This is an optimization exercise on Yosys and OpenROAD, whose aim is a short achievable clock period, not a production implementation.
Only simulation tests tie the RTL to the original design; equivalence was not proved.
Power and IR drop assume default switching activity.

==> design.v <==
module GPU(
    input gpu_clk,
    input rst,
    output reg h_sync,
    output reg v_sync,
    output reg color,
    output reg [8:0] address,
    input [639:0] data
    );
    reg [11:0] h_sync_counter;
    reg [11:0] v_sync_counter;
    always @ (posedge gpu_clk) begin
        if (rst) begin
            h_sync_counter <= 1;
            v_sync_counter <= 1;
            address <= 0;
            h_sync <= 0;
            v_sync <= 0;
            color <= 0;
        end else begin
        if(h_sync_counter > 656 && h_sync_counter <= 720)
            h_sync <= 0;
        else
            h_sync <= 1;
        if (v_sync_counter > 481 && v_sync_counter <= 484)
           v_sync <= 1;
        else
           v_sync <= 0;
        if (h_sync_counter <= 639) begin
            color <= data[h_sync_counter[9:0]];
        end else
            color <= 0;  
        if (h_sync_counter > 840) begin
            h_sync_counter <= 1;
            if (v_sync_counter > 500) begin
                v_sync_counter <= 1;
                address <= 0;
            end else begin
                v_sync_counter <= v_sync_counter + 1;
                address <= address + 1;
            end
        end else
            h_sync_counter <= h_sync_counter + 1;
        end
    end
endmodule
==> run.sh <==
#!/bin/bash
# synth_recipe.tcl (not shown) runs the flow's synth.tcl, then flattens the netlist and writes it again
# the make line also repeats each setting of config.mk as NAME=value (left out here)
make -C /OpenROAD-flow-scripts/flow DESIGN_CONFIG=/design/flow/config.mk WORK_HOME=/design/flow/orfs CLKGATE_MAP_FILE= SYNTH_SCRIPT=/design/flow/synth_recipe.tcl finish
==> config.mk <==
export PLATFORM = sky130hd
export DESIGN_NAME = GPU
export DESIGN_NICKNAME = GPU
export VERILOG_FILES = /design/flow/design.v
export SDC_FILE = /design/flow/constraint.sdc
export NUM_CORES = 4
export LEC_CHECK = 0
export CAP_MARGIN = 20
export CORE_AREA = 5 5 245 245
export DIE_AREA = 0 0 250 250
export SETUP_SLACK_MARGIN = 1.5
export SLEW_MARGIN = 20
==> constraint.sdc <==
create_clock -name core_clock -period 3.4 [get_ports {gpu_clk}]
set_input_delay 0.6800 -clock core_clock [delete_from_list [all_inputs] [get_ports {gpu_clk}]]
set_output_delay 0.6800 -clock core_clock [all_outputs]
set_load 0.01 [all_outputs]
==> flow_metrics.env <==
export IMPL_drt_pass1_iterations=5
export IMPL_power_per_cell_area_nw_per_um2=174
export IMPL_top_level_ports=654
export IMPL_ctsLongestPathBuffers=2
export IMPL_tightestPinTransition_ns=0.774
export IMPL_slowest_stage="sky130_fd_sc_hd__mux4_2"
export IMPL_outcome="finished clean"
export IMPL_cp_slowest_stage_delay_ns=0.55
export IMPL_crit_family="buffers and inverters"
export IMPL_synth_area_per_cell_um2=11.2
export IMPL_timing_reg2reg_worst_path_depth=10
export IMPL_netlist_top_cell_by_area="sky130_fd_sc_hd__mux4_2"
export IMPL_critical_path_startpoint_type="input pin"
export IMPL_antenna_found_initial=18
export IMPL_initial_core_util_pct=12.0
export IMPL_timing_critical_path_buf_inv=2
export IMPL_ctsHtreeMaxLevel=2
export IMPL_timing_final_crit_period_ns=2.77
export IMPL_design_die_area_um2=62500
export IMPL_worst_clock_skew_ns=0.00375
export IMPL_flow_area_growth_from_synthesis_pct=131
export IMPL_synthesis_area_um2=6910
export IMPL_grt_use_total_pct=16.8
export IMPL_final_nets=1977
export IMPL_cts_hold_buf=0
export IMPL_drt_iter0_drc=526
export IMPL_insertion_delay_ns=0.28
export IMPL_crit_arrival_ns=2.94
export IMPL_dp_cells=2028
export IMPL_synth_warnings=1
export IMPL_critPathMaxFanout=1
export IMPL_r2r_end="color"
export IMPL_clock_tree_root_cell="sky130_fd_sc_hd__clkbuf_16"
export IMPL_cap_violations=0
export IMPL_route_detailed_wl_per_inst_um=26.9
export IMPL_slew_headroom_pct=48.4
export IMPL_fp_row_count=88
export IMPL_dr_total_vias=9144
export IMPL_crit_path_cell_trace="clkdlybuf4s50_1 > mux4_2 > a22oi_1 > o211ai_1 > and4b_1 > nor4_2 > buf_4 > o31ai_2"
export IMPL_tritoncts_num_sinks=36
export IMPL_final_cell_count_no_fill=2101
export IMPL_setup_slack_at_placement_ns=0.0769
export IMPL_post_route_clock_period_utilization_pct=81.4
export IMPL_setup_repair_after_global_routing_missed_its_margin="true"
export IMPL_drt_wl_total_um=56600
export IMPL_crit_reg2reg_launch="h_sync_counter[0]"
export IMPL_finalInstanceArea_um2=16000
export IMPL_hpwlAfterDp_um=47400
export IMPL_timing_hold_worst_path_depth=2
export IMPL_final_critical_path_setup_slack_ns=0.631
export IMPL_port_buffer_count=653
export IMPL_grt_overflow_total=0
export IMPL_ir_worst_vdd_v=0.000131
export IMPL_inserted_clock_buffers=5
export IMPL_endpoint_kind="register"
export IMPL_timing_setup_critical_path_class="in2reg"
export IMPL_grt_pass1_wl_um=76400
export IMPL_r2r_slack_ns=0.66
export IMPL_timing_max_transition_violations_final=0
export IMPL_cp_startpoint="data[84]"
export IMPL_required_ns=3.57
export IMPL_total_leakage_power_nw=5.79
export IMPL_post_route_cells_drive_above_1_share_pct=26.5
export IMPL_postSynthRegisterBits=36
export IMPL_placedInstanceArea_um2=14600
export IMPL_worst_hold_path_endpoint="v_sync_counter[11]"
export IMPL_synth_sequential_area_ratio_pct=10.4
export IMPL_async_flop_share_pct=0
export IMPL_syn_inst=617
export IMPL_drc=0
export IMPL_post_synth_main_area_contributors="sky130_fd_sc_hd__mux4_2, sky130_fd_sc_hd__dfxtp_1, sky130_fd_sc_hd__mux2i_1"
export IMPL_die_w_um=250
export IMPL_hold_viol_final=0
export IMPL_floorplan_core_area_um2=57400
export IMPL_hold_path_startpoint="v_sync_counter[11]"
export IMPL_synth_top_area_share_pct=49.9
export IMPL_gp_congestion=0.982
export IMPL_grt_pass1_vias=10200
export IMPL_max_clock_freq_mhz=361
export IMPL_cts_reportedPaths_clkPinSlew_ns=0.06
export IMPL_timing_final_setup_violations=0
export IMPL_grt_max_degree=39
export IMPL_ys_dominant_reg_cell="sky130_fd_sc_hd__dfxtp_1"
export IMPL_holdCritPathClass="reg2reg"
export IMPL_synth_enable_flop_cells=0
export IMPL_vias_per_cell=4.35
export IMPL_die_h_um=250
export IMPL_post_synth_num_cell_types=59
export IMPL_cts_tree="yes"
export IMPL_postRouteAntennaNets=0
layer usage:
layer / wire [um] / global-route usage [%]
met5: 115 / 0
met4: 946 / 2.99
met3: 4410 / 4.71
met2: 27400 / 28.9
met1: 23700 / 21.3
cell type report:
cell class              count  area (um^2)
diodes                      6         15.0
clock buffers               5          125
clock inverters             3         18.8
fillers                  5943        41400
inverters                  11         41.3
multi-input cells         506         6180
flip-flops and latches     36          739
well taps                 765          957
repair buffers            769         7900
kinds of logic (layout without fill, tap and decap cells):
logic type	count (synthesis)	count (layout)	synth area share [%]
and+or+nand+nor	152	153	10.8
adders and majority gates	6	6	1.09
DFF	36	36	10.4
AOI/OAI and AO/OA	128	129	13.3
xor gates and xnor gates	17	17	2.15
buffers and inverters	78	788	5.61
muxes	199	199	56.6
other	1	8	0.0543
cells in the final DEF (no fill, tap or decap), drive strengths merged, types with 6 or more instances in the layout:
cell type | synthesis | final
dlymetal6s2s | 0 | 9
nor2b | 11 | 11
mux4 | 153 | 153
dlygate4sd2 | 0 | 17
xnor2 | 7 | 7
clkdlybuf4s50 | 0 | 627
o21ai | 14 | 14
nand4 | 10 | 10
clkbuf | 33 | 7
a211oi | 7 | 7
nor2 | 41 | 41
a22oi | 27 | 27
inv | 11 | 11
or3 | 6 | 6
nand2 | 33 | 33
nand2b | 6 | 6
nor3 | 11 | 11
a21oi | 18 | 18
xor2 | 10 | 10
ha | 6 | 6
buf | 34 | 110
mux2i | 45 | 45
nand3 | 16 | 16
dfxtp | 36 | 36
a31oi | 11 | 11
a221oi | 12 | 12
diode | 0 | 6
state kept, by name, summed over array words and instances (netlist names):
register / count
v_sync: 1
v_sync_counter: 12
address: 9
h_sync_counter: 12
h_sync: 1
color: 1
synthesized netlist by cell type, types with 13 or more instances:
master / instances
sky130_fd_sc_hd__nor2_1: 41
sky130_fd_sc_hd__a21oi_1: 18
sky130_fd_sc_hd__mux4_2: 153
sky130_fd_sc_hd__mux2i_1: 45
sky130_fd_sc_hd__nand2_1: 33
sky130_fd_sc_hd__clkbuf_1: 33
sky130_fd_sc_hd__buf_2: 13
sky130_fd_sc_hd__dfxtp_1: 36
sky130_fd_sc_hd__buf_4: 17
sky130_fd_sc_hd__nand3_1: 16
sky130_fd_sc_hd__a22oi_1: 27
worst max-delay path by stage:
stage	endpoint	slack (ns)	depth (start not counted)
3_5_place_dp	color	0.08	8
3_3_place_gp	color	-0.05	10
5_1_grt	color	0.60	9
2_1_floorplan	color	1.01	9
4_1_cts	color	0.65	12
6_report	color	0.63	8
power by group:
| group | switching [W] | leakage [nW] | internal, W |
|---|---|---|---|
| Clock | 0.000183 | 0.0736 | 0.000270 |
| Combinational | 0.000626 | 5.42 | 0.00125 |
| Sequential | 0.0000208 | 0.297 | 0.000433 |
per-stage QoR:
| stage | hold slack, ns | utilization (%) | setup TNS [ns] | power, W |
|---|---|---|---|---|
| 2_1_floorplan | 0.438 | - | 0 | 0.00113 |
| 3_3_place_gp | 0.451 | 25.5 | -0.0521 | 0.00215 |
| 3_5_place_dp | 0.459 | 25.5 | 0 | 0.00217 |
| 4_1_cts | 0.472 | 27.1 | 0 | 0.00276 |
| 5_1_grt | 0.497 | 27.8 | 0 | 0.00292 |
| 6_report | 0.468 | 27.8 | 0 | 0.00278 |
what timing repair did:
action | in CTS | in global routing
resized for setup | 80 | 53
setup buffers | 33 | 16
pin swaps | 18 | 28
cloned | 7 | 3
endpoints found under the setup margin | 41 | 37
worst reg2reg max path, cell delays in order, from the launching register on:
cell	delay (ns)
sky130_fd_sc_hd__dfxtp_4	0.39
sky130_fd_sc_hd__buf_6	0.12
sky130_fd_sc_hd__buf_12	0.14
sky130_fd_sc_hd__buf_4	0.18
sky130_fd_sc_hd__mux4_2	0.57
sky130_fd_sc_hd__a22oi_1	0.26
sky130_fd_sc_hd__o211ai_1	0.22
sky130_fd_sc_hd__and4b_1	0.25
sky130_fd_sc_hd__nor4_2	0.30
sky130_fd_sc_hd__buf_4	0.15
sky130_fd_sc_hd__o31ai_2	0.06

[re-timing with driven ports]
The flow's constraints put no driver on any port. The routed layout listed below was extracted and timed again, unchanged, in two steps. Step 1 (the two cells are an assumption about what drives the block):
set clk [get_ports {gpu_clk}]
set_driving_cell -lib_cell sky130_fd_sc_hd__clkbuf_16 $clk
set_driving_cell -lib_cell sky130_fd_sc_hd__buf_2 [delete_from_list [all_inputs] $clk]
Step 2 also shifts input and output timing later by t, the mid clock arrival at the registers, as if the neighbouring blocks saw the same clock. Three values: ideal ports, drivers, drivers and shift; two values: the first two.
t (ns): 0.318
setup slack, ns: 0.631 / 0.639 / 0.322
clock arrival spread, ns: 0.003 / 0.003
After both steps setup and hold are still met in this run. The setup slack of this run moves by +0.008 ns with the drivers and by -0.309 ns with both steps.
